This design comes from an exercise in tuning for small area on the open sky130 flow, not from production work. The RTL was checked by simulation tests, not by an equivalence proof against the original design.

==> flow/design.v (outline; a module is shown in full before it is edited, if it fits) <==
// module dff: 11 lines
// module filter: 1859 lines
// module fa3: 4 lines
module filter (
input logic clk, enable,
input logic signed [15:0] inData,
output logic signed [15:0] outData
);
  // ...
==> flow/run.sh <==
#!/bin/bash
# synth_recipe.tcl (not shown) runs the flow's synth.tcl, then flattens the netlist and writes it again
# the make line also repeats each setting of config.mk as NAME=value (left out here)
make -C /OpenROAD-flow-scripts/flow DESIGN_CONFIG=/design/flow/config.mk WORK_HOME=/design/flow/orfs CLKGATE_MAP_FILE= SYNTH_SCRIPT=/design/flow/synth_recipe.tcl finish
==> flow/config.mk <==
export PLATFORM = sky130hd
export DESIGN_NAME = filter
export DESIGN_NICKNAME = filter
export VERILOG_FILES = /design/flow/design.v
export SDC_FILE = /design/flow/constraint.sdc
export NUM_CORES = 4
export LEC_CHECK = 0
export CAP_MARGIN = 5
export CORE_MARGIN = 2
export CORE_UTILIZATION = 45
export CTS_BUF_LIST = sky130_fd_sc_hd__clkbuf_8
export CTS_CLUSTER_DIAMETER = 50
export CTS_CLUSTER_SIZE = 20
export GPL_TIMING_DRIVEN = 0
export SLEW_MARGIN = 5
export SYNTH_HIERARCHICAL = 1
==> flow/constraint.sdc <==
create_clock -name core_clock -period 6.5 [get_ports {clk}]
set_input_delay 1.3000 -clock core_clock [delete_from_list [all_inputs] [get_ports {clk}]]
set_output_delay 1.3000 -clock core_clock [all_outputs]
set_load 0.01 [all_outputs]
==> out/metrics.yaml, run 1 <==
layout:
  clk_share: 0.0345
  drive_above_1_share: 0.0607
  clkbuf_count: 81
route:
  drt_iter0_drc: 1916
  first_pass_iters: 7
critical_path:
  crit_arrival_ps: 6980
  cp-end-kind: "flop"
  rr_worst_depth: 11
  worst-path-stages: 11
  startpoint: "x[14][4]"
timing:
  tns_ps: 0
  skew_ps: 55.5
placement:
  place_ws_ps: 116
  placed_cells: 3922
run_status:
  outcome: "timing/DRC/antenna clean"
floorplanning:
  die_h_um: 334
  dieArea_mm2: 0.111
logic_synthesis:
  synth_xor_area_frac: 0.00571
  synth-seq-area-share: 0.388
  synthArstFlopShare: 0
  syn_inst: 2482
global_route:
  gr-usage-all-layers: 0.269
  grt_first_pass_wirelength_mm: 200
  grt_pass1_vias: 26400
cts:
  clk_latency_ps: 790
==> run 2, diff against run 1 <==
--- a/flow/config.mk
+++ b/flow/config.mk
@@ -5,12 +5,12 @@
 export SDC_FILE = /design/flow/constraint.sdc
 export NUM_CORES = 4
 export LEC_CHECK = 0
-export CAP_MARGIN = 5
+export CAP_MARGIN = 20
 export CORE_MARGIN = 2
 export CORE_UTILIZATION = 45
 export CTS_BUF_LIST = sky130_fd_sc_hd__clkbuf_8
 export CTS_CLUSTER_DIAMETER = 50
 export CTS_CLUSTER_SIZE = 20
 export GPL_TIMING_DRIVEN = 0
-export SLEW_MARGIN = 5
+export SLEW_MARGIN = 20
 export SYNTH_HIERARCHICAL = 1
==> run 2 against run 1 <==
Still clean. Non-clock buffer count is 1 higher. Final cell count stayed put. Die area stayed put. Largest cell class unchanged. Highest routed layer is now met4.
==> out/metrics.yaml, run 2 <==
timing:
  setup_viol: 0  # unchanged
  maxSlewViolCount: 0  # unchanged
  hold_viol_final: 0  # unchanged
  rsz0062_at_grt: "false"  # unchanged
  min_period_ps: 6360  # was 6350 ps
  period_share: 0.978  # was 0.976
  skew_ps: 58.1  # was 55.5 ps
  worst_pin_slew_ps: 1130  # was 1180 ps
  relSlewSlack: 0.243  # was 0.205
  fmax_ghz: 0.157  # was 0.158 GHz
layout:
  reg_top3: "x x512, dout x32, outData x16"  # unchanged
  nNetsFinal: 4062  # was 4061
  fin_area_mm2: 0.0529  # about the same
  drive_above_1_share: 0.0615  # was 0.0607
  syn2layout_area_growth_pct: 8.17  # was 8.26%
  fillCellCount: 8792  # was 8803
  top_register: "x"  # unchanged
  largest_register_ff_count: 512  # unchanged
  final_common_cell: "fa_1"  # unchanged
  final_util: 0.493  # about the same
  mostFrequentLayoutCells: "fa_1, edfxtp_1, inv_1"  # unchanged
placement:
  dp_hpwl_mm: 126  # about the same
  port_buffers: 33  # unchanged
  dpl_cell_area_mm2: 0.0511  # about the same
  gp_congestion: 1.03  # unchanged
cts:
  post-cts-setup-buffers: 0  # unchanged
  cts_buffers: 80  # unchanged
  h-tree-depth: 3  # unchanged
  clk_latency_ps: 790  # about the same
  cts.clk_slew.worst_paths_ps: 100  # about the same
  clock_path_buffers: 3  # unchanged
  cts_tree: "done"  # unchanged
  cts_num_sinks: 691  # unchanged
  cts_root_buf: "clkbuf_8"  # unchanged
global_route:
  grt_first_pass_wirelength_mm: 200  # about the same
  gr-usage-all-layers: 0.269  # about the same
  antenna_found_initial: 1  # was 2
  grt_pass1_vias: 26300  # was 26400
  grt.overflow.total: 0  # unchanged
  grt_max_degree: 107  # was 121
critical_path:
  cpPeakStageDelay_ps: 700  # was 630 ps
  reg2reg_from: "x[14][4]"  # unchanged
  cp_max_fo: 4  # unchanged
  startpoint: "x[14][4]"  # unchanged
  cpMaxStageDelayCell: "fa_1"  # unchanged
  r2r_slack_ps: 140  # was 150 ps
  crit_arrival_ps: 7020  # was 6980 ps
  startpoint_type: "flop"  # unchanged
  cp.required_ps: 7160  # was 7130 ps
  cp_num_buf_inv: 0  # unchanged
  worstPathCellList: "fa_1 > fa_1 > ha_1 > fa_1 > fa_1 > fa_1 > fa_1 > fa_1 > fa_1 > fa_1 > fa_1 > fa_1"  # was fa_1 > fa_1 > ha_1 > fa_1 > fa_1 > fa_1 > fa_1 > fa_1 > fa_1 > fa_1 > fa_1
  rr_worst_depth: 12  # was 11
  cpLargestDelayFamily: "adder cells"  # unchanged
  r2r-end: "q2999"  # was q2974
  cp-end-kind: "flop"  # unchanged
  crit_type: "flop to flop"  # unchanged
  path_common_cell: "fa_1"  # unchanged
logic_synthesis:
  yosysWarnings: 11  # unchanged
  syn_inst: 2482  # unchanged
  syn_area_per_cell_um2: 19.7  # unchanged
  synthArstFlopShare: 0  # unchanged
  yosysMostFrequentCell: "fa_1"  # unchanged
  syn_area_mm2: 0.0489  # unchanged
  synth_top_area_share: 0.555  # unchanged
  synth_area_leaders: "fa_1, edfxtp_1, dfxtp_1"  # unchanged
  ys_ff_latch: 691  # unchanged
  syn_nets: 3942  # unchanged
  synth_flop_cell: "edfxtp_1"  # unchanged
  yosys.cell_types.count: 40  # unchanged
  synth-seq-area-share: 0.388  # unchanged
  synth_edf_count: 512  # unchanged
  synth_common_cells: "fa_1, edfxtp_1, inv_1"  # unchanged
  synth.largest_area_cell: "fa_1"  # unchanged
route:
  drc: 0  # unchanged
  vias: 21700  # was 21800
  first_pass_iters: 5  # was 7
  wire_per_inst_um: 34.8  # was 34.9 µm
  drtAntennaViolNets: 0  # unchanged
  via_per_inst: 5.33  # was 5.35
  finalWirelength_mm: 142  # about the same
  drt_iter0_drc: 1699  # was 1916
hold_path:
  hp-class: "flop to flop"  # unchanged
  min_from: "dout[0][5]"  # unchanged
  hold_end: "dout[1][5]"  # unchanged
  hold_depth: 0  # unchanged
floorplanning:
  dieArea_mm2: 0.111  # unchanged
  num_io_pins: 34  # unchanged
  initial_core_util: 0.455  # unchanged
  die_x_um: 334  # unchanged
  core-area_mm2: 0.107  # unchanged
  die_h_um: 334  # unchanged
  rows: 120  # unchanged
run:
  maxCapViolCount: 0  # unchanged
run_status:
  outcome: "timing/DRC/antenna clean"  # unchanged
## run 2: cell counts after synthesis
Identical to the previous run, type by type.
## run 2: metrics by stage
stage                     setup slack, ps  std cells  hold slack (ps)  TNS [ps]
after floorplan                       689       2482              310         0
after global placement             -12490       3918              310  -6360800
after detailed placement              119       3923              312         0
after CTS                             125       4071              307         0
after global routing                 11.1       4072              309         0
final                                 140       4072              317         0
## run 2: logic make-up after synthesis
family	after synthesis	synth area share
buffers and inverters	242	0.0186
xor gates and xnor gates	31	0.00571
and+or+nand+nor	36	0.00387
adders and majority gates	1442	0.577
DFF	691	0.388
AOI/OAI and AO/OA	40	0.00668
## run 2: layout make-up
type	count	area, µm²	area share
clock inverters	67	646	0.0122
well taps	1403	1760	0.0332
repair buffers	38	473	0.00894
inverters	242	908	0.0172
flip-flops and latches	691	19000	0.359
multi-input cells	1549	29000	0.549
diodes	1	2.50	0.0000473
clock buffers	81	1110	0.0211
## run 2: per-layer routing
metal / track usage / share of wire
met2: 0.455 / 0.52
met4: 0.139 / 0.060
met1: 0.335 / 0.37
met3: 0.0466 / 0.052
met5: 0 / 0
## run 2: what timing repair did
action / in CTS / in global routing
setup endpoints to repair: 0 / 1
hold buffers: 0 / 0
gates resized for setup: 0 / 1
## run 2: modules after synthesis (local to each module, per instance)
module / area [µm²] / cells inside
fa3: 20.0 / 1
filter: 21700 / 1126
## run 2: worst max-delay path by stage
| stage | to | slack, ps | cells after the start |
|---|---|---|---|
| floorplan | q2999 | 690 | 12 |
| global placement | x[15][4] | -12490 | 1 |
| detailed placement | q3008 | 120 | 13 |
| CTS | q2950 | 130 | 12 |
| global route | q2912 | 10 | 12 |
| finish | q2999 | 140 | 12 |
==> run 3, diff against run 2 <==
--- a/flow/config.mk
+++ b/flow/config.mk
@@ -9,8 +9,9 @@
 export CORE_MARGIN = 2
 export CORE_UTILIZATION = 45
 export CTS_BUF_LIST = sky130_fd_sc_hd__clkbuf_8
-export CTS_CLUSTER_DIAMETER = 50
-export CTS_CLUSTER_SIZE = 20
+export CTS_CLUSTER_DIAMETER = 55
+export CTS_CLUSTER_SIZE = 22
 export GPL_TIMING_DRIVEN = 0
+export PLACE_DENSITY = 0.88
 export SLEW_MARGIN = 20
 export SYNTH_HIERARCHICAL = 1
==> run 3 against run 2 <==
Still clean on timing, DRC and antenna. Critical endpoint unchanged. Maximum frequency up 0.64%. Clock skew up 9.5 ps. Synthesized area unchanged.
==> out/metrics.yaml, run 3 <==
layout:
  mostFrequentLayoutCells: "fa_1, edfxtp_1, inv_1"  # unchanged
  reg_top3: "x x512, dout x32, outData x16"  # unchanged
  nNetsFinal: 4048  # was 4062
  diodes: 0  # was 1
  fin_area_mm2: 0.0526  # was 0.0529 mm²
  fillCellCount: 8495  # was 8792
  final_common_cell: "fa_1"  # unchanged
  largest_register_ff_count: 512  # unchanged
  syn2layout_area_growth_pct: 7.63  # was 8.17%
  top_register: "x"  # unchanged
  stdcell_count: 4045  # was 4072
  drive_above_1_share: 0.0534  # was 0.0615
  final_util: 0.490  # was 0.493
global_route:
  grt.overflow.total: 0  # unchanged
  antenna_found_initial: 2  # was 1
  grt_max_degree: 106  # was 107
  grt_pass1_vias: 26700  # was 26300
  gr-usage-all-layers: 0.246  # was 0.269
  grt_first_pass_wirelength_mm: 188  # was 200 mm
timing:
  min_period_ps: 6320  # was 6360 ps
  rsz0062_at_grt: "false"  # unchanged
  tns_ps: 0  # unchanged
  hold_viol_final: 0  # unchanged
  fin_ws_ps: 181  # was 140 ps
  setup_viol: 0  # unchanged
  fin_hold_ws_ps: 313  # was 317 ps
  maxSlewViolCount: 0  # unchanged
  worst_pin_slew_ps: 1120  # was 1130 ps
  period_share: 0.972  # was 0.978
  skew_ps: 67.6  # was 58.1 ps
  relSlewSlack: 0.248  # was 0.243
  fmax_ghz: 0.158  # was 0.157 GHz
logic_synthesis:
  ys_ff_latch: 691  # unchanged
  yosysWarnings: 11  # unchanged
  synth_top_area_share: 0.555  # unchanged
  synth_flop_cell: "edfxtp_1"  # unchanged
  synth_common_cells: "fa_1, edfxtp_1, inv_1"  # unchanged
  synth-seq-area-share: 0.388  # unchanged
  yosysMostFrequentCell: "fa_1"  # unchanged
  synth_xor_area_frac: 0.00571  # unchanged
  synthArstFlopShare: 0  # unchanged
  synthSimpleGateAreaFrac: 0.00386  # unchanged
  synth-compound-area-share: 0.00668  # unchanged
  yosys-mux-area-fraction: 0  # unchanged
  synth_edf_count: 512  # unchanged
  yosys.cell_types.count: 40  # unchanged
  synth_top_family_by_area: "adder cells"  # unchanged
  synth.largest_area_cell: "fa_1"  # unchanged
  synth_area_leaders: "fa_1, edfxtp_1, dfxtp_1"  # unchanged
  syn_inst: 2482  # unchanged
  synth_fa_ha_area_frac: 0.577  # unchanged
  syn_area_mm2: 0.0489  # unchanged
  syn_area_per_cell_um2: 19.7  # unchanged
  syn_nets: 3942  # unchanged
hold_path:
  min_from: "dout[1][15]"  # was dout[0][5]
  hp-class: "flop to flop"  # unchanged
cts:
  clk_latency_ps: 750  # was 790 ps
  post-cts-setup-buffers: 0  # unchanged
  h-tree-depth: 3  # unchanged
  clock_path_buffers: 3  # unchanged
  cts_tree: "done"  # unchanged
  cts.clk_slew.worst_paths_ps: 120  # was 100 ps
  postCtsHoldBufs: 0  # unchanged
  cts_root_buf: "clkbuf_8"  # unchanged
  cts_num_sinks: 691  # unchanged
  cts_resized: 0  # unchanged
  cts_buffers: 66  # was 80
floorplanning:
  core-area_mm2: 0.107  # unchanged
  die_x_um: 334  # unchanged
  dieArea_mm2: 0.111  # unchanged
  num_io_pins: 34  # unchanged
  rows: 120  # unchanged
  die_h_um: 334  # unchanged
  initial_core_util: 0.455  # unchanged
route:
  drtAntennaViolNets: 0  # unchanged
  via_per_inst: 5.53  # was 5.33
  drc: 0  # unchanged
  vias: 22400  # was 21700
  drt_iter0_drc: 2679  # was 1699
  finalWirelength_mm: 130  # was 142 mm
  wire_per_inst_um: 32.1  # was 34.8 µm
  first_pass_iters: 5  # unchanged
critical_path:
  crit_arrival_ps: 6910  # was 7020 ps
  crit_type: "flop to flop"  # unchanged
  startpoint_type: "flop"  # unchanged
  cp_max_fo: 4  # unchanged
  cp.required_ps: 7090  # was 7160 ps
  reg2reg_from: "x[14][11]"  # was x[14][4]
  cp-end-kind: "flop"  # unchanged
  startpoint: "x[14][11]"  # was x[14][4]
placement:
  place_ws_ps: 166  # was 119 ps
  gp_congestion: 1.06  # was 1.03
  dp_hpwl_mm: 115  # was 126 mm
  placed_cells: 3923  # unchanged
  dpl_cell_area_mm2: 0.0511  # unchanged
  port_buffers: 33  # unchanged
run_status:
  outcome: "timing/DRC/antenna clean"  # unchanged
run:
  maxCapViolCount: 0  # unchanged
run 3: routing by layer:
| metal | GRT usage | wire length (µm) | up-vias |
|---|---|---|---|
| li1 | - | - | 8181 |
| met1 | 0.314 | 45500 | 12600 |
| met2 | 0.389 | 63200 | 1233 |
| met3 | 0.0629 | 12500 | 305 |
| met4 | 0.134 | 8620 | 4 |
| met5 | 0 | 34 | - |
run 3: cells by family (layout without fill, tap and decap cells):
group / Yosys count / after routing
and+or+nand+nor: 36 / 36
DFF: 691 / 691
AOI/OAI and AO/OA: 40 / 40
xor gates and xnor gates: 31 / 31
adders and majority gates: 1442 / 1442
buffers and inverters: 242 / 402
run 3: modules after synthesis (local to each module, per instance):
module,flip-flops and latches,times used
filter,691,1
fa3,0,1356
run 3: worst paths after layout:
path         slack [ps]           to  cells after the start
max                 180        q2999                     12
min                 310  outData[15]                      0
max reg2reg         180        q2999                     12
min reg2reg         310  outData[15]                      0
run 3: final cells by class:
type,count,area [µm²],share of cell area
clock buffer,67,922,0.0175
sequential,691,19000,0.360
inverter,242,908,0.0173
clock inverter,55,581,0.0110
multi-input combinational,1549,29000,0.551
timing repair buffer,38,473,0.00899
tap,1403,1760,0.0334
run 3: critical path, cell delays in order, from the launching register on:
cell      delay [ps]
edfxtp_1         490
fa_1             510
fa_1             480
ha_1             500
fa_1             540
fa_1             490
fa_1             470
fa_1             450
fa_1             430
fa_1             440
fa_1             470
fa_1             420
fa_1             490
==> run 4, diff against run 3 <==
--- a/flow/config.mk
+++ b/flow/config.mk
@@ -12,6 +12,5 @@
 export CTS_CLUSTER_DIAMETER = 55
 export CTS_CLUSTER_SIZE = 22
 export GPL_TIMING_DRIVEN = 0
-export PLACE_DENSITY = 0.88
 export SLEW_MARGIN = 20
 export SYNTH_HIERARCHICAL = 1
==> run 4 against run 3 <==
Still clean. Die area did not move. Routed wire length grew 9.2%. Final cell count is 0.42% higher. Sequential share of layout area fell by 0.081 points. Via count decreased by 3.1%. First-iteration DRC count shrank 34%. Core utilization increased by 0.11 points. Synthesized cell count unchanged. Clock skew decreased by 23 ps. Synthesized area is the same. Critical endpoint unchanged. Highest routed layer is now met4.
==> out/metrics.yaml, run 4 <==
run_status:
  outcome: "timing/DRC/antenna clean"  # unchanged
route:
  wire_per_inst_um: 34.9  # was 32.1 µm
  dr_wl_met2_mm: 74.1  # was 63.2 mm
  drt_iter0_drc: 1760  # was 2679
  vias: 21700  # was 22400
  wl_met3_mm: 7.92  # was 12.5 mm
  wl_met1_mm: 51.8  # was 45.5 mm
  via_per_inst: 5.33  # was 5.53
  top_layer: "met4"  # was met5
  drtAntennaViolNets: 0  # unchanged
  drc: 0  # unchanged
  finalWirelength_mm: 142  # was 130 mm
  first_pass_iters: 5  # unchanged
timing:
  skew_ps: 45.0  # was 67.6 ps
  rsz0062_at_grt: "false"  # unchanged
  hold_viol_final: 0  # unchanged
  fmax_ghz: 0.157  # was 0.158 GHz
  setup_viol: 0  # unchanged
  tns_ps: 0  # unchanged
  maxSlewViolCount: 0  # unchanged
  period_share: 0.981  # was 0.972
  fin_ws_ps: 121  # was 181 ps
  fin_hold_ws_ps: 326  # was 313 ps
  worst_pin_slew_ps: 1110  # was 1120 ps
  relSlewSlack: 0.257  # was 0.248
  min_period_ps: 6380  # was 6320 ps
layout:
  largest_register_ff_count: 512  # unchanged
  syn2layout_area_growth_pct: 7.88  # was 7.63%
  drive_above_1_share: 0.0587  # was 0.0534
  top_register: "x"  # unchanged
  final_common_cell: "fa_1"  # unchanged
  fillCellCount: 8799  # was 8495
  final_util: 0.491  # was 0.490
  stdcell_count: 4062  # was 4045
  fin_area_mm2: 0.0527  # was 0.0526 mm²
  nNetsFinal: 4056  # was 4048
  reg_top3: "x x512, dout x32, outData x16"  # unchanged
  mostFrequentLayoutCells: "fa_1, edfxtp_1, inv_1"  # unchanged
floorplanning:
  rows: 120  # unchanged
  num_io_pins: 34  # unchanged
  dieArea_mm2: 0.111  # unchanged
  initial_core_util: 0.455  # unchanged
  die_x_um: 334  # unchanged
  die_h_um: 334  # unchanged
  core-area_mm2: 0.107  # unchanged
placement:
  gp_congestion: 1.03  # was 1.06
  port_buffers: 33  # unchanged
  place_ws_ps: 119  # was 166 ps
  placed_cells: 3923  # unchanged
  dp_hpwl_mm: 126  # was 115 mm
  dpl_cell_area_mm2: 0.0511  # unchanged
logic_synthesis:
  syn_area_per_cell_um2: 19.7  # unchanged
  synth-seq-area-share: 0.388  # unchanged
  yosys.cell_types.count: 40  # unchanged
  ys_ff_latch: 691  # unchanged
  synth_common_cells: "fa_1, edfxtp_1, inv_1"  # unchanged
  syn_inst: 2482  # unchanged
  synth.largest_area_cell: "fa_1"  # unchanged
  yosysWarnings: 11  # unchanged
  syn_area_mm2: 0.0489  # unchanged
  synth_flop_cell: "edfxtp_1"  # unchanged
  synth_edf_count: 512  # unchanged
  synth_top_area_share: 0.555  # unchanged
  synth_area_leaders: "fa_1, edfxtp_1, dfxtp_1"  # unchanged
  yosysMostFrequentCell: "fa_1"  # unchanged
  syn_nets: 3942  # unchanged
  synthArstFlopShare: 0  # unchanged
cts:
  cts_num_sinks: 691  # unchanged
  clock_path_buffers: 3  # unchanged
  h-tree-depth: 3  # unchanged
  cts_buffers: 74  # was 66
  cts_root_buf: "clkbuf_8"  # unchanged
  cts_tree: "done"  # unchanged
  clk_latency_ps: 760  # was 750 ps
  cts_resized: 0  # unchanged
  cts.clk_slew.worst_paths_ps: 90  # was 120 ps
  postCtsHoldBufs: 0  # unchanged
  post-cts-setup-buffers: 0  # unchanged
critical_path:
  rr_worst_depth: 12  # unchanged
  cp_max_fo: 4  # unchanged
  crit_arrival_ps: 7010  # was 6910 ps
  startpoint_type: "flop"  # unchanged
  reg2reg_from: "x[14][4]"  # was x[14][11]
  crit_type: "flop to flop"  # unchanged
  cp-end-kind: "flop"  # unchanged
  r2r_slack_ps: 120  # was 180 ps
  cp.required_ps: 7130  # was 7090 ps
  r2r-end: "q2999"  # unchanged
hold_path:
  hp-class: "flop to flop"  # unchanged
  hold_depth: 0  # unchanged
  min_from: "dout[0][4]"  # was dout[1][15]
  hold_end: "dout[1][4]"  # was outData[15]
global_route:
  grt_pass1_vias: 26300  # was 26700
  grt_max_degree: 107  # was 106
  antenna_found_initial: 1  # was 2
  grt_first_pass_wirelength_mm: 200  # was 188 mm
  grt.overflow.total: 0  # unchanged
  gr-usage-all-layers: 0.269  # was 0.246
run:
  maxCapViolCount: 0  # unchanged
run 4: cell counts after synthesis:
Identical to the previous run, type by type.
run 4: per-layer routing:
layer	track usage	vias up
li1	-	8212
met1	0.334	12500
met2	0.459	717
met3	0.0499	216
met4	0.129	0
met5	0	-
run 4: cell families (layout without fill, tap and decap cells):
logic type,after synthesis,after routing,synth area share
AOI/OAI and AO/OA,40,40,0.00668
xor gates and xnor gates,31,31,0.00571
adders and majority gates,1442,1442,0.577
buffers and inverters,242,417,0.0186
DFF,691,691,0.388
other,0,2,0
and+or+nand+nor,36,36,0.00387
run 4: layout make-up:
cell class,count,area (µm²),area share
timing repair buffer,38,473,0.00897
sequential,691,19000,0.360
clock inverter,63,591,0.0112
antenna,2,5.00,0.0000949
tap,1403,1760,0.0333
multi-input combinational,1549,29000,0.550
inverter,242,908,0.0172
clock buffer,74,1020,0.0193
run 4: worst max path at each step:
stage | from | cells past startpoint | endpoint
6_report | x[14][4] | 12 | q2999
5_1_grt | x[26][0] | 14 | q2950
4_1_cts | x[24][5] | 12 | q2950
3_5_place_dp | x[12][12] | 13 | q3008
3_3_place_gp | enable | 1 | x[15][4]
2_1_floorplan | x[14][12] | 12 | q2999
run 4: critical path: stages (launching register included):
cell and delay [ps]:
edfxtp_1 480, fa_1 660, fa_1 520, ha_1 240, fa_1 700, fa_1 530, fa_1 480, fa_1 450
fa_1 440, fa_1 450, fa_1 460, fa_1 400, fa_1 450
run 4: per-module statistics from Yosys (local to each module, per instance):
module | flip-flops and latches | cells inside | area [µm²]
filter | 691 | 1126 | 21700
fa3 | 0 | 1 | 20.0
==> run 5, diff against run 4 <==
--- a/flow/config.mk
+++ b/flow/config.mk
@@ -7,10 +7,11 @@
 export LEC_CHECK = 0
 export CAP_MARGIN = 20
 export CORE_MARGIN = 2
-export CORE_UTILIZATION = 45
+export CORE_UTILIZATION = 58
 export CTS_BUF_LIST = sky130_fd_sc_hd__clkbuf_8
 export CTS_CLUSTER_DIAMETER = 55
 export CTS_CLUSTER_SIZE = 22
 export GPL_TIMING_DRIVEN = 0
+export PLACE_DENSITY = 0.8
 export SLEW_MARGIN = 20
 export SYNTH_HIERARCHICAL = 1
==> run 5 against run 4 <==
Maximum frequency increased by 0.10%. Synthesized area stayed put. Clock-buffer cell count down 13. Non-clock buffer count unchanged. Critical path type unchanged. Largest cell class unchanged.
==> out/metrics.yaml, run 5 <==
run_status:
  outcome: "timing/DRC/antenna clean"  # unchanged
layout:
  final_util: 0.625  # was 0.491
  reg_top3: "x x512, dout x32, outData x16"  # unchanged
  top_register: "x"  # unchanged
  multiInputGateArea_mm2: 0.0290  # about the same
  final_common_cell: "fa_1"  # unchanged
  mostFrequentLayoutCells: "fa_1, edfxtp_1, inv_1"  # unchanged
  nNetsFinal: 4043  # was 4056
  fillCellCount: 5737  # was 8799
  largest_register_ff_count: 512  # unchanged
  drive_above_1_share: 0.0528  # was 0.0587
  stdcell_count: 3716  # was 4062
  syn2layout_area_growth_pct: 6.86  # was 7.88%
  regArea_mm2: 0.0190  # unchanged
global_route:
  antenna_found_initial: 1  # unchanged
  gr-usage-all-layers: 0.338  # was 0.269
  grt_pass1_vias: 26500  # was 26300
  grt_first_pass_wirelength_mm: 194  # was 200 mm
  grt_max_degree: 114  # was 107
  grt.overflow.total: 0  # unchanged
logic_synthesis:
  synth_top_area_share: 0.555  # unchanged
  syn_area_per_cell_um2: 19.7  # unchanged
  ys_ff_latch: 691  # unchanged
  synth_edf_count: 512  # unchanged
  synth_common_cells: "fa_1, edfxtp_1, inv_1"  # unchanged
  synth.largest_area_cell: "fa_1"  # unchanged
  synth-seq-area-share: 0.388  # unchanged
  yosys.cell_types.count: 40  # unchanged
  syn_area_mm2: 0.0489  # unchanged
  synth_area_leaders: "fa_1, edfxtp_1, dfxtp_1"  # unchanged
  synthArstFlopShare: 0  # unchanged
  synth_flop_cell: "edfxtp_1"  # unchanged
  yosysMostFrequentCell: "fa_1"  # unchanged
  yosysWarnings: 11  # unchanged
  syn_inst: 2482  # unchanged
  syn_nets: 3942  # unchanged
placement:
  gp_congestion: 1.04  # was 1.03
  dp_hpwl_mm: 121  # was 126 mm
  port_buffers: 33  # unchanged
  placed_cells: 3600  # was 3923
critical_path:
  startpoint_type: "flop"  # unchanged
  cp_max_fo: 5  # was 4
  cp-end-kind: "flop"  # unchanged
  cp.required_ps: 7150  # was 7130 ps
  crit_type: "flop to flop"  # unchanged
  crit_arrival_ps: 7020  # was 7010 ps
floorplanning:
  die_h_um: 294  # was 334 µm
  rows: 106  # was 120
  num_io_pins: 34  # unchanged
  die_x_um: 294  # was 334 µm
  core-area_mm2: 0.0836  # was 0.107 mm²
  initial_core_util: 0.585  # was 0.455
  dieArea_mm2: 0.0866  # was 0.111 mm²
route:
  drc: 0  # unchanged
  first_pass_iters: 7  # was 5
  drt_iter0_drc: 2059  # was 1760
  finalWirelength_mm: 136  # was 142 mm
  wire_per_inst_um: 36.6  # was 34.9 µm
  drtAntennaViolNets: 0  # unchanged
  via_per_inst: 5.94  # was 5.33
  vias: 22100  # was 21700
cts:
  cts_root_buf: "clkbuf_8"  # unchanged
  clock_path_buffers: 3  # unchanged
  cts.clk_slew.worst_paths_ps: 120  # was 90 ps
  h-tree-depth: 2  # was 3
  cts_buffers: 61  # was 74
  cts_tree: "done"  # unchanged
  cts_num_sinks: 691  # unchanged
  clk_latency_ps: 780  # was 760 ps
timing:
  min_period_ps: 6370  # was 6380 ps
  hold_viol_final: 0  # unchanged
  fin_hold_ws_ps: 302  # was 326 ps
  setup_viol: 0  # unchanged
  period_share: 0.980  # was 0.981
  skew_ps: 51.8  # was 45.0 ps
  fmax_ghz: 0.157  # about the same
  worst_pin_slew_ps: 1100  # was 1110 ps
  maxSlewViolCount: 0  # unchanged
  rsz0062_at_grt: "false"  # unchanged
  relSlewSlack: 0.263  # was 0.257
run:
  maxCapViolCount: 0  # unchanged
hold_path:
  hp-class: "flop to flop"  # unchanged
run 5: what timing repair did:
| action | CTS | global route |
|---|---|---|
| setup endpoints to repair | 0 | 2 |
| buffers inserted | 0 | 0 |
| hold buffers | 0 | 0 |
| gates resized for setup | 0 | 2 |
run 5: worst paths after layout:
| kind | from | to | slack, ps | cells past startpoint |
|---|---|---|---|---|
| worst max register to register | x[11][6] | q2950 | 130 | 11 |
| worst max-delay path | x[11][6] | q2950 | 130 | 11 |
| worst min-delay path | dout[0][5] | dout[1][5] | 300 | 0 |
| worst min register to register | dout[0][5] | dout[1][5] | 300 | 0 |
run 5: critical path, stage by stage, from the launching register on:
cell	delay [ps]
edfxtp_1	490
fa_1	590
fa_1	410
ha_1	730
fa_1	560
fa_1	490
fa_1	450
fa_1	420
fa_1	520
fa_1	560
fa_1	440
fa_1	550
run 5: area by class of cell:
type	count	area share
Multi-Input combinational cell	1549	0.556
Clock buffer	61	0.0161
Clock inverter	53	0.0131
Timing Repair Buffer	38	0.00905
Tap cell	1080	0.0259
Sequential cell	691	0.363
Inverter	242	0.0174
Antenna cell	2	0.0000958
run 5: modules after synthesis (local to each module, per instance):
module / cells / area, µm²
fa3: 1 / 20.0
filter: 1126 / 21700
run 5: routing by layer:
metal	vias up	part of all wire	track usage
met5	-	0	0
met4	0	0.084	0.226
met3	356	0.069	0.0676
met2	1028	0.51	0.549
met1	12500	0.34	0.417
li1	8172	-	-
run 5: cell families after synthesis:
kind of cell / count (synthesis) / synth area share
buf+inv: 242 / 0.0186
xor+xnor: 31 / 0.00571
fa+ha+maj: 1442 / 0.577
compound gates: 40 / 0.00668
simple gates: 36 / 0.00387
flops: 691 / 0.388
run 5: through the flow:
step / instance area, µm² / worst slack [ps] / TNS, ps
2_1_floorplan: 48900 / 689 / 0
5_1_grt: 52200 / 4.28 / 0
3_3_place_gp: 50600 / -11870 / -6043020
4_1_cts: 52200 / 79.6 / 0
3_5_place_dp: 50700 / 120 / 0
6_report: 52200 / 128 / 0
==> run 6, diff against run 5 <==
--- a/flow/config.mk
+++ b/flow/config.mk
@@ -7,11 +7,11 @@
 export LEC_CHECK = 0
 export CAP_MARGIN = 20
 export CORE_MARGIN = 2
-export CORE_UTILIZATION = 58
+export CORE_UTILIZATION = 45
 export CTS_BUF_LIST = sky130_fd_sc_hd__clkbuf_8
 export CTS_CLUSTER_DIAMETER = 55
 export CTS_CLUSTER_SIZE = 22
 export GPL_TIMING_DRIVEN = 0
-export PLACE_DENSITY = 0.8
+export PLACE_DENSITY = 0.75
 export SLEW_MARGIN = 20
 export SYNTH_HIERARCHICAL = 1
==> run 6 against run 5 <==
Critical path depth did not move. Worst hold slack improved by 34 ps. Critical endpoint is now q2974. First-iteration DRC count down 6.0%. Global-route usage decreased by 7.1 points. Sequential cell count did not move. Non-clock buffer count down 1. Routed wire length increased by 3.4%. Via count down 0.12%. Core utilization down 13 points. Still clean. Clock skew increased by 27 ps. Die area up 28%.
==> out/metrics.yaml, run 6 <==
cts:
  h-tree-depth: 3  # was 2
  cts_buffers: 69  # was 61
  postCtsHoldBufs: 0  # unchanged
  cts.clk_slew.worst_paths_ps: 110  # was 120 ps
  clk_latency_ps: 760  # was 780 ps
  cts_num_sinks: 691  # unchanged
  cts_tree: "done"  # unchanged
  clock_path_buffers: 3  # unchanged
  cts_root_buf: "clkbuf_8"  # unchanged
  post-cts-setup-buffers: 0  # unchanged
global_route:
  grt.busiest_layer: "met2"  # unchanged
  grt.overflow.total: 0  # unchanged
  antenna_found_initial: 1  # unchanged
  gr-usage-all-layers: 0.267  # was 0.338
  grt.met2_usage: 0.442  # was 0.549
  grt_first_pass_wirelength_mm: 200  # was 194 mm
  grt_util_met1: 0.345  # was 0.417
  grt_pass1_vias: 26600  # was 26500
  met3_usage: 0.0412  # was 0.0676
  grt_max_degree: 114  # unchanged
logic_synthesis:
  synth_top_area_share: 0.555  # unchanged
  syn_inst: 2482  # unchanged
  syn_area_per_cell_um2: 19.7  # unchanged
  synth-seq-area-share: 0.388  # unchanged
  synthArstFlopShare: 0  # unchanged
  synth_flop_cell: "edfxtp_1"  # unchanged
  synth.largest_area_cell: "fa_1"  # unchanged
  synth_common_cells: "fa_1, edfxtp_1, inv_1"  # unchanged
  syn_area_mm2: 0.0489  # unchanged
  yosysMostFrequentCell: "fa_1"  # unchanged
  synth_area_leaders: "fa_1, edfxtp_1, dfxtp_1"  # unchanged
  ys_ff_latch: 691  # unchanged
  yosys.cell_types.count: 40  # unchanged
  syn_nets: 3942  # unchanged
  yosysWarnings: 11  # unchanged
  synth_edf_count: 512  # unchanged
critical_path:
  r2r_slack_ps: 170  # was 130 ps
  reg2reg_from: "x[14][4]"  # was x[11][6]
  cpLargestDelayFamily: "adder cells"  # unchanged
  startpoint_type: "flop"  # unchanged
  crit_type: "flop to flop"  # unchanged
  cp_max_fo: 4  # was 5
  worstPathCellList: "fa_1 > fa_1 > ha_2 > fa_1 > fa_1 > fa_1 > fa_1 > fa_1 > fa_1 > fa_1 > fa_1"  # was fa_1 > fa_1 > ha_1 > fa_1 > fa_1 > fa_1 > fa_1 > fa_1 > fa_1 > fa_1 > fa_1
  cp.required_ps: 7100  # was 7150 ps
  cp-end-kind: "flop"  # unchanged
  path_common_cell: "fa_1"  # unchanged
  startpoint: "x[14][4]"  # was x[11][6]
  cp_num_buf_inv: 0  # unchanged
  cpMaxStageDelayCell: "fa_1"  # was ha_1
  cpPeakStageDelay_ps: 660  # was 730 ps
  crit_arrival_ps: 6940  # was 7020 ps
layout:
  stdcell_count: 4048  # was 3716
  mostFrequentLayoutCells: "fa_1, edfxtp_1, inv_1"  # unchanged
  final_common_cell: "fa_1"  # unchanged
  final_util: 0.490  # was 0.625
  top_register: "x"  # unchanged
  largest_register_ff_count: 512  # unchanged
  reg_top3: "x x512, dout x32, outData x16"  # unchanged
  syn2layout_area_growth_pct: 7.69  # was 6.86%
  drive_above_1_share: 0.0548  # was 0.0528
  nNetsFinal: 4050  # was 4043
route:
  drc: 0  # unchanged
  via_per_inst: 5.44  # was 5.94
  wire_per_inst_um: 34.7  # was 36.6 µm
  finalWirelength_mm: 141  # was 136 mm
  drtAntennaViolNets: 0  # unchanged
  drt_iter0_drc: 1935  # was 2059
  first_pass_iters: 5  # was 7
  vias: 22000  # was 22100
floorplanning:
  dieArea_mm2: 0.111  # was 0.0866 mm²
  initial_core_util: 0.455  # was 0.585
  die_x_um: 334  # was 294 µm
  num_io_pins: 34  # unchanged
  die_h_um: 334  # was 294 µm
  core-area_mm2: 0.107  # was 0.0836 mm²
  rows: 120  # was 106
run:
  maxCapViolCount: 0  # unchanged
timing:
  worst_pin_slew_ps: 874  # was 1100 ps
  skew_ps: 78.5  # was 51.8 ps
  relSlewSlack: 0.417  # was 0.263
  rsz0062_at_grt: "false"  # unchanged
  hold_viol_final: 0  # unchanged
  maxSlewViolCount: 0  # unchanged
  fin_hold_ws_ps: 336  # was 302 ps
  setup_viol: 0  # unchanged
  tns_ps: 0  # unchanged
  fmax_ghz: 0.158  # was 0.157 GHz
  min_period_ps: 6330  # was 6370 ps
  period_share: 0.974  # was 0.980
placement:
  dp_hpwl_mm: 125  # was 121 mm
  placed_cells: 3922  # was 3600
  gp_congestion: 1.01  # was 1.04
  port_buffers: 33  # unchanged
hold_path:
  min_from: "dout[0][10]"  # was dout[0][5]
  hp-class: "flop to flop"  # unchanged
run_status:
  outcome: "timing/DRC/antenna clean"  # unchanged
run 6: per-module statistics from Yosys, one instance, submodules excluded:
module | area [µm²] | flip-flops and latches | cells | copies in the design
filter | 21700 | 691 | 1126 | 1
fa3 | 20.0 | 0 | 1 | 1356
run 6: final cells by class:
type	count	area, µm²
clock buffers	72	991
repair buffers	37	445
inverters	242	908
diodes	1	2.50
well taps	1403	1760
flip-flops and latches	691	19000
clock inverters	53	554
multi-input cells	1549	29000
fillers	8666	54700
run 6: cells by family (layout without fill, tap and decap cells):
logic type	Yosys count	after routing	synth area share
AO/OA/AOI/OAI	40	40	0.00668
flip-flops	691	691	0.388
AND/OR/NAND/NOR	36	36	0.00387
buffers and inverters	242	404	0.0186
other	0	1	0
XOR/XNOR	31	31	0.00571
adder cells (fa/ha/maj)	1442	1442	0.577
run 6: layer usage:
layer  wire, µm  up-vias
met5          0        -
li1           -     8173
met2      71300      838
met4       8650        0
met3       7760      271
met1      52800    12800
run 6: timing repair:
action                     4_1_cts  5_1_grt
setup endpoints to repair        1        3
cloned                           0        0
pin swaps                        0        0
resized for setup                1        1
run 6: worst paths after layout:
path / end / cells past startpoint
max: q2974 / 11
min: dout[1][10] / 0
max reg2reg: q2974 / 11
min reg2reg: dout[1][10] / 0
run 6: metrics by stage:
step / instance area [µm²] / worst slack (ps)
floorplan: 48900 / 689
global placement: 51000 / -11950
detailed placement: 51100 / 13.0
CTS: 52600 / 0.778
global route: 52600 / 13.8
finish: 52600 / 167

what the ideal ports hide:
The results above use ideal ports. As a check the final layouts listed here were re-extracted and re-timed, cells and wires unchanged. Step 1 (the two cells are an assumption about what drives the block):
set clk [get_ports {clk}]
set_driving_cell -lib_cell sky130_fd_sc_hd__clkbuf_16 $clk
set_driving_cell -lib_cell sky130_fd_sc_hd__buf_2 [delete_from_list [all_inputs] $clk]
Step 2 also shifts input and output timing later by t, the mid clock arrival at the registers, as if the neighbouring blocks saw the same clock. Slacks: ideal ports / drivers / drivers and shift; pairs: ideal ports / drivers.
| run | t, ns | setup slack, ns | worst data-port slew with drivers (ns) |
|---|---|---|---|
| run 1 | 0.828 | 0.153 / 0.153 / 0.153 | 0.05 |
| run 2 | 0.821 | 0.140 / 0.140 / 0.140 | 0.05 |
| run 3 | 0.786 | 0.181 / 0.181 / 0.181 | 0.05 |
| run 4 | 0.810 | 0.121 / 0.121 / 0.121 | 0.05 |
| run 5 | 0.822 | 0.128 / 0.128 / 0.128 | 0.05 |
| run 6 | 0.786 | 0.167 / 0.167 / 0.167 | 0.05 |
After both steps setup and hold are still met in every run listed.
